This is an optimization exercise on Yosys and OpenROAD, whose aim is small area, not a production implementation.
Where RTL was checked, it was by simulation tests only, not by an equivalence proof against the original.
Power and IR drop assume default switching activity.

==> inputs of wip/amber <==
==> flow/design.v <==
module zacore_rf #(
) (
    input logic i_clk,
    input logic i_rst, 
    input logic [4:0] rs1_index,
    input logic [4:0] rs2_index,
    input logic [4:0] rd_index,
    output logic [31:0] rs1,
    output logic [31:0] rs2,
    input logic [31:0] rd,
    input logic rd_write_enable
);
logic [31:0] rf [31:1];
logic [31:0] sel1, sel2;
logic [31:0] term [31:0];
assign sel1[0] = rd_write_enable && (rs1_index == rd_index);
assign sel2[0] = rd_write_enable && (rs2_index == rd_index);
always_comb begin
    for (int i = 1; i < 32; i++) begin
        sel1[i] = !sel1[0] && (rs1_index == 5'(i));
        sel2[i] = !sel2[0] && (rs2_index == 5'(i));
    end
end
always_comb begin
    term[0] = rd;
    for (int i = 1; i < 32; i++)
        term[i] = rf[i];
end
genvar b;
generate
    for (b = 0; b < 32; b++) begin : g_bit
        logic [31:0] col;
        for (genvar i = 0; i < 32; i++) begin : g_col
            assign col[i] = term[i][b];
        end
        zacore_rf_sel32 u_rs1 (.sel(sel1), .d(col), .y(rs1[b]));
        zacore_rf_sel32 u_rs2 (.sel(sel2), .d(col), .y(rs2[b]));
    end
endgenerate
always_ff @(posedge i_clk) begin
    if (i_rst) begin
    end else begin
        if (rd_write_enable && (rd_index != 5'b00000)) begin
            rf[rd_index] <= rd;
        end
    end
end
endmodule
module zacore_rf_sel32 (
    input  logic [31:0] sel,
    input  logic [31:0] d,
    output logic        y
);
    logic [10:0] n;
    for (genvar k = 0; k < 10; k++) begin : g_aoi
        zacore_rf_aoi222 u (
            .a1(sel[3*k]),   .a2(d[3*k]),
            .b1(sel[3*k+1]), .b2(d[3*k+1]),
            .c1(sel[3*k+2]), .c2(d[3*k+2]),
            .y(n[k]));
    end
    zacore_rf_aoi22 u_last (.a1(sel[30]), .a2(d[30]), .b1(sel[31]), .b2(d[31]), .y(n[10]));
    assign y = ~&n;
endmodule
module zacore_rf_aoi222 (
    input  logic a1, a2, b1, b2, c1, c2,
    output logic y
);
    assign y = ~((a1 & a2) | (b1 & b2) | (c1 & c2));
endmodule
module zacore_rf_aoi22 (
    input  logic a1, a2, b1, b2,
    output logic y
);
    assign y = ~((a1 & a2) | (b1 & b2));
endmodule
==> flow/run.sh <==
#!/bin/bash
# synth_recipe.tcl (not shown) runs the flow's synth.tcl, then flattens the netlist and writes it again
# the make line also repeats each setting of config.mk as NAME=value (left out here)
make -C /OpenROAD-flow-scripts/flow DESIGN_CONFIG=/design/flow/config.mk WORK_HOME=/design/flow/orfs CLKGATE_MAP_FILE= SYNTH_SCRIPT=/design/flow/synth_recipe.tcl finish
==> flow/config.mk <==
export PLATFORM = sky130hd
export DESIGN_NAME = zacore_rf
export DESIGN_NICKNAME = zacore_rf
export VERILOG_FILES = /design/flow/design.v
export SDC_FILE = /design/flow/constraint.sdc
export NUM_CORES = 4
export LEC_CHECK = 0
export CAP_MARGIN = 20
export CORE_MARGIN = 2
export CORE_UTILIZATION = 55
export SLEW_MARGIN = 20
export SYNTH_HIERARCHICAL = 1
==> flow/constraint.sdc <==
create_clock -name core_clock -period 7.5 [get_ports {i_clk}]
set_input_delay 1.5000 -clock core_clock [delete_from_list [all_inputs] [get_ports {i_clk}]]
set_output_delay 1.5000 -clock core_clock [all_outputs]
set_load 0.01 [all_outputs]
==> wip/yarrow (differences from wip/amber) <==
--- a/flow/design.v
+++ b/flow/design.v
@@ -14,12 +14,29 @@
 logic [31:0] sel1, sel2;
 logic [31:0] term [31:0];
+logic [3:0]  hi1, hi2;
+logic [7:0]  lo1, lo2;
+logic [31:1] nwdec;
+always_comb begin
+    for (int g = 0; g < 4; g++) begin
+        hi1[g] = (rs1_index[4:3] == 2'(g));
+        hi2[g] = (rs2_index[4:3] == 2'(g));
+    end
+    for (int l = 0; l < 8; l++) begin
+        lo1[l] = (rs1_index[2:0] == 3'(l));
+        lo2[l] = (rs2_index[2:0] == 3'(l));
+    end
+end
+always_comb begin
+    for (int i = 1; i < 32; i++)
+        nwdec[i] = !(rd_write_enable && (rd_index == 5'(i)));
+end
 assign sel1[0] = rd_write_enable && (rs1_index == rd_index);
 assign sel2[0] = rd_write_enable && (rs2_index == rd_index);
-always_comb begin
-    for (int i = 1; i < 32; i++) begin
-        sel1[i] = !sel1[0] && (rs1_index == 5'(i));
-        sel2[i] = !sel2[0] && (rs2_index == 5'(i));
+generate
+    for (genvar i = 1; i < 32; i++) begin : g_sel
+        zacore_rf_and3 u_sel1 (.a(hi1[i / 8]), .b(lo1[i % 8]), .c(nwdec[i]), .y(sel1[i]));
+        zacore_rf_and3 u_sel2 (.a(hi2[i / 8]), .b(lo2[i % 8]), .c(nwdec[i]), .y(sel2[i]));
     end
-end
+endgenerate
 always_comb begin
     term[0] = rd;
@@ -75,2 +92,8 @@
     assign y = ~((a1 & a2) | (b1 & b2));
 endmodule
+module zacore_rf_and3 (
+    input  logic a, b, c,
+    output logic y
+);
+    assign y = a & b & c;
+endmodule
==> flow/flow/run.sh (new file) <==
#!/bin/bash
# The standard ORFS layout (standard.sh, standard synthesis) with these
# layout changes:
#  - cells that synthesis sized up start at size _1 (flow/downsize.tcl), and
#    ABC's buffers are removed instead of sizing gates on wire-load timing;
#  - port buffers use the smallest buffer;
#  - clock tree: clkbuf_8 only, clusters of up to 16 sinks within 60 um, no
#    dummy loads;
#  - after global routing, gates off the critical paths are sized down again
#    (ORFS's power recovery on all paths with positive slack).
# The make/ORFS output goes to standard.log; each ORFS step keeps its own log
# under orfs/logs.
set -euo pipefail
here=$(pwd)
bash standard.sh \
  "PRE_FLOORPLAN_TCL=$here/flow/downsize.tcl" \
  "REMOVE_ABC_BUFFERS=1" \
  "BUFFER_PORTS_ARGS=-buffer_cell sky130_fd_sc_hd__buf_1" \
  "CTS_ARGS=-sink_clustering_enable -repair_clock_nets -dont_use_dummy_load -buf_list sky130_fd_sc_hd__clkbuf_8 -sink_clustering_size 16 -sink_clustering_max_diameter 60" \
  "RECOVER_POWER=100" \
  finish > standard.log 2>&1
==> flow/flow/downsize.tcl (new file) <==
# Before floorplanning: set every combinational cell that synthesis sized up
# back to its smallest (_1) variant of the same function. Later repair steps
# size up again only where placement-based timing, slew or load need it.
set db [ord::get_db]
set block [ord::get_db_block]
set n 0
foreach inst [$block getInsts] {
  set name [[$inst getMaster] getName]
  if {[regexp {^(sky130_fd_sc_hd__[a-z0-9]+)_([0-9]+)$} $name -> base size] && $size > 1} {
    set small [$db findMaster ${base}_1]
    if {$small != "NULL"} {
      $inst swapMaster $small
      incr n
    }
  }
}
puts "downsize.tcl: set $n instances to their _1 variant"
==> flow/standard.sh (new file) <==
#!/bin/bash
# synth_recipe.tcl (not shown) runs the flow's synth.tcl, then flattens the netlist and writes it again
# the make line also repeats each setting of config.mk as NAME=value (left out here)
make -C /OpenROAD-flow-scripts/flow DESIGN_CONFIG=/design/flow/config.mk WORK_HOME=/design/flow/orfs CLKGATE_MAP_FILE= SYNTH_SCRIPT=/design/flow/synth_recipe.tcl "${@:-finish}"
--- a/flow/config.mk
+++ b/flow/config.mk
@@ -8,5 +8,5 @@
 export CAP_MARGIN = 20
 export CORE_MARGIN = 2
-export CORE_UTILIZATION = 55
+export CORE_UTILIZATION = 60
 export SLEW_MARGIN = 20
 export SYNTH_HIERARCHICAL = 1
removed: flow/run.sh
==> run notes <==
----------------------------------------------------
[Logic synthesis]
  Share of Yosys cell area claimed by the top area cell type ... 0.750
  Seq/Total Area, Yosys ... 0.750
  Number of distinct library cells after synthesis ... 32

[GRT]
  Initial antenna violation count ... 4
  Total routing usage reported by global routing ... 0.471

[Cells and area]
  Number of non-filler instances in the completed layout ... around 3,300
  Proportion of cell area occupied by registers ... 0.701
  Share of the core filled with cells in the final layout ... 0.657

[Pwr]
  Leakage ... 12.6 nW
  Clock group ... about 2.5 mW
  Power Total ... 9.31 mW

[Drt]
  Detail-routed via count per cell ... roughly 9.3
  WL met3 ... 31,100 um

[Status]
  Run status ... complete, but fails checks
  Layout Check Fail Reasons ... capacitance limit, slew limit

[Die]
  Initial cell density of the core ... 0.608
  Die area ... roughly 68,000 um^2

[STA]
  Max Clk Rate ... approximately 0.14 GHz
  Number of slew-limit violations in the final report ... about 1,500

[Flow run]
  Maximum capacitance violations ... 65

----------------------------------------------------
[end of results for wip/yarrow]
==> run notes <==
----------------------------------------------------
[Logic synthesis]
  Number of distinct library cells after synthesis ... 31
  Async set-reset flop share out of synthesis ... 0
  Share of Yosys cell area claimed by the top area cell type ... 0.750
  Seq/Total Area, Yosys ... 0.750

[GRT]
  Total congestion overflow after global routing ... 0
  Initial antenna violation count ... 8
  Total routing usage reported by global routing ... 0.411

[STA]
  Number of slew-limit violations in the final report ... 0
  Max Clk Rate ... ~0.14 GHz

[Cells and area]
  Number of non-filler instances in the completed layout ... 3,526
  Proportion of cell area occupied by registers ... 0.628
  Share of the core filled with cells in the final layout ... 0.664

[Status]
  Run status ... complete, no violations

[Drt]
  Detail-routed via count per cell ... ~8.5

[Pwr]
  Clock group ... around 4.9 mW
  Power Total ... 11.8 mW
  Leakage ... between 10 and 15 nW

[Die]
  Die area ... approximately 74,000 um^2

----------------------------------------------------
[end of results for wip/amber]
No functional check of the RTL was part of wip/amber.

-- what the ideal ports hide --
Ports are ideal in the flow. The routed layouts listed here were re-timed in OpenROAD. Step 1, drivers: a clkbuf_16 drives i_clk and a buf_2 each remaining input, both assumed. Step 2 moves the port delays by t, midway between the first and last clock arrival at a register: inputs arrive t later, outputs are due t later. That takes back most of the time a late clock gives input paths. Three values: no drivers, after step 1, after step 2; two values: the first two.
| run | t, ns | setup slack, ns | pins driven straight from the clock port |
|---|---|---|---|
| wip/amber | 0.728 | 0.307 / 0.276 / 0.276 | 1 |
| wip/yarrow | 0.758 | 0.453 / 0.424 / 0.424 | 1 |
The setup slack of wip/amber, which loses most, moves by -0.031 ns with the drivers and by -0.031 ns with both steps.
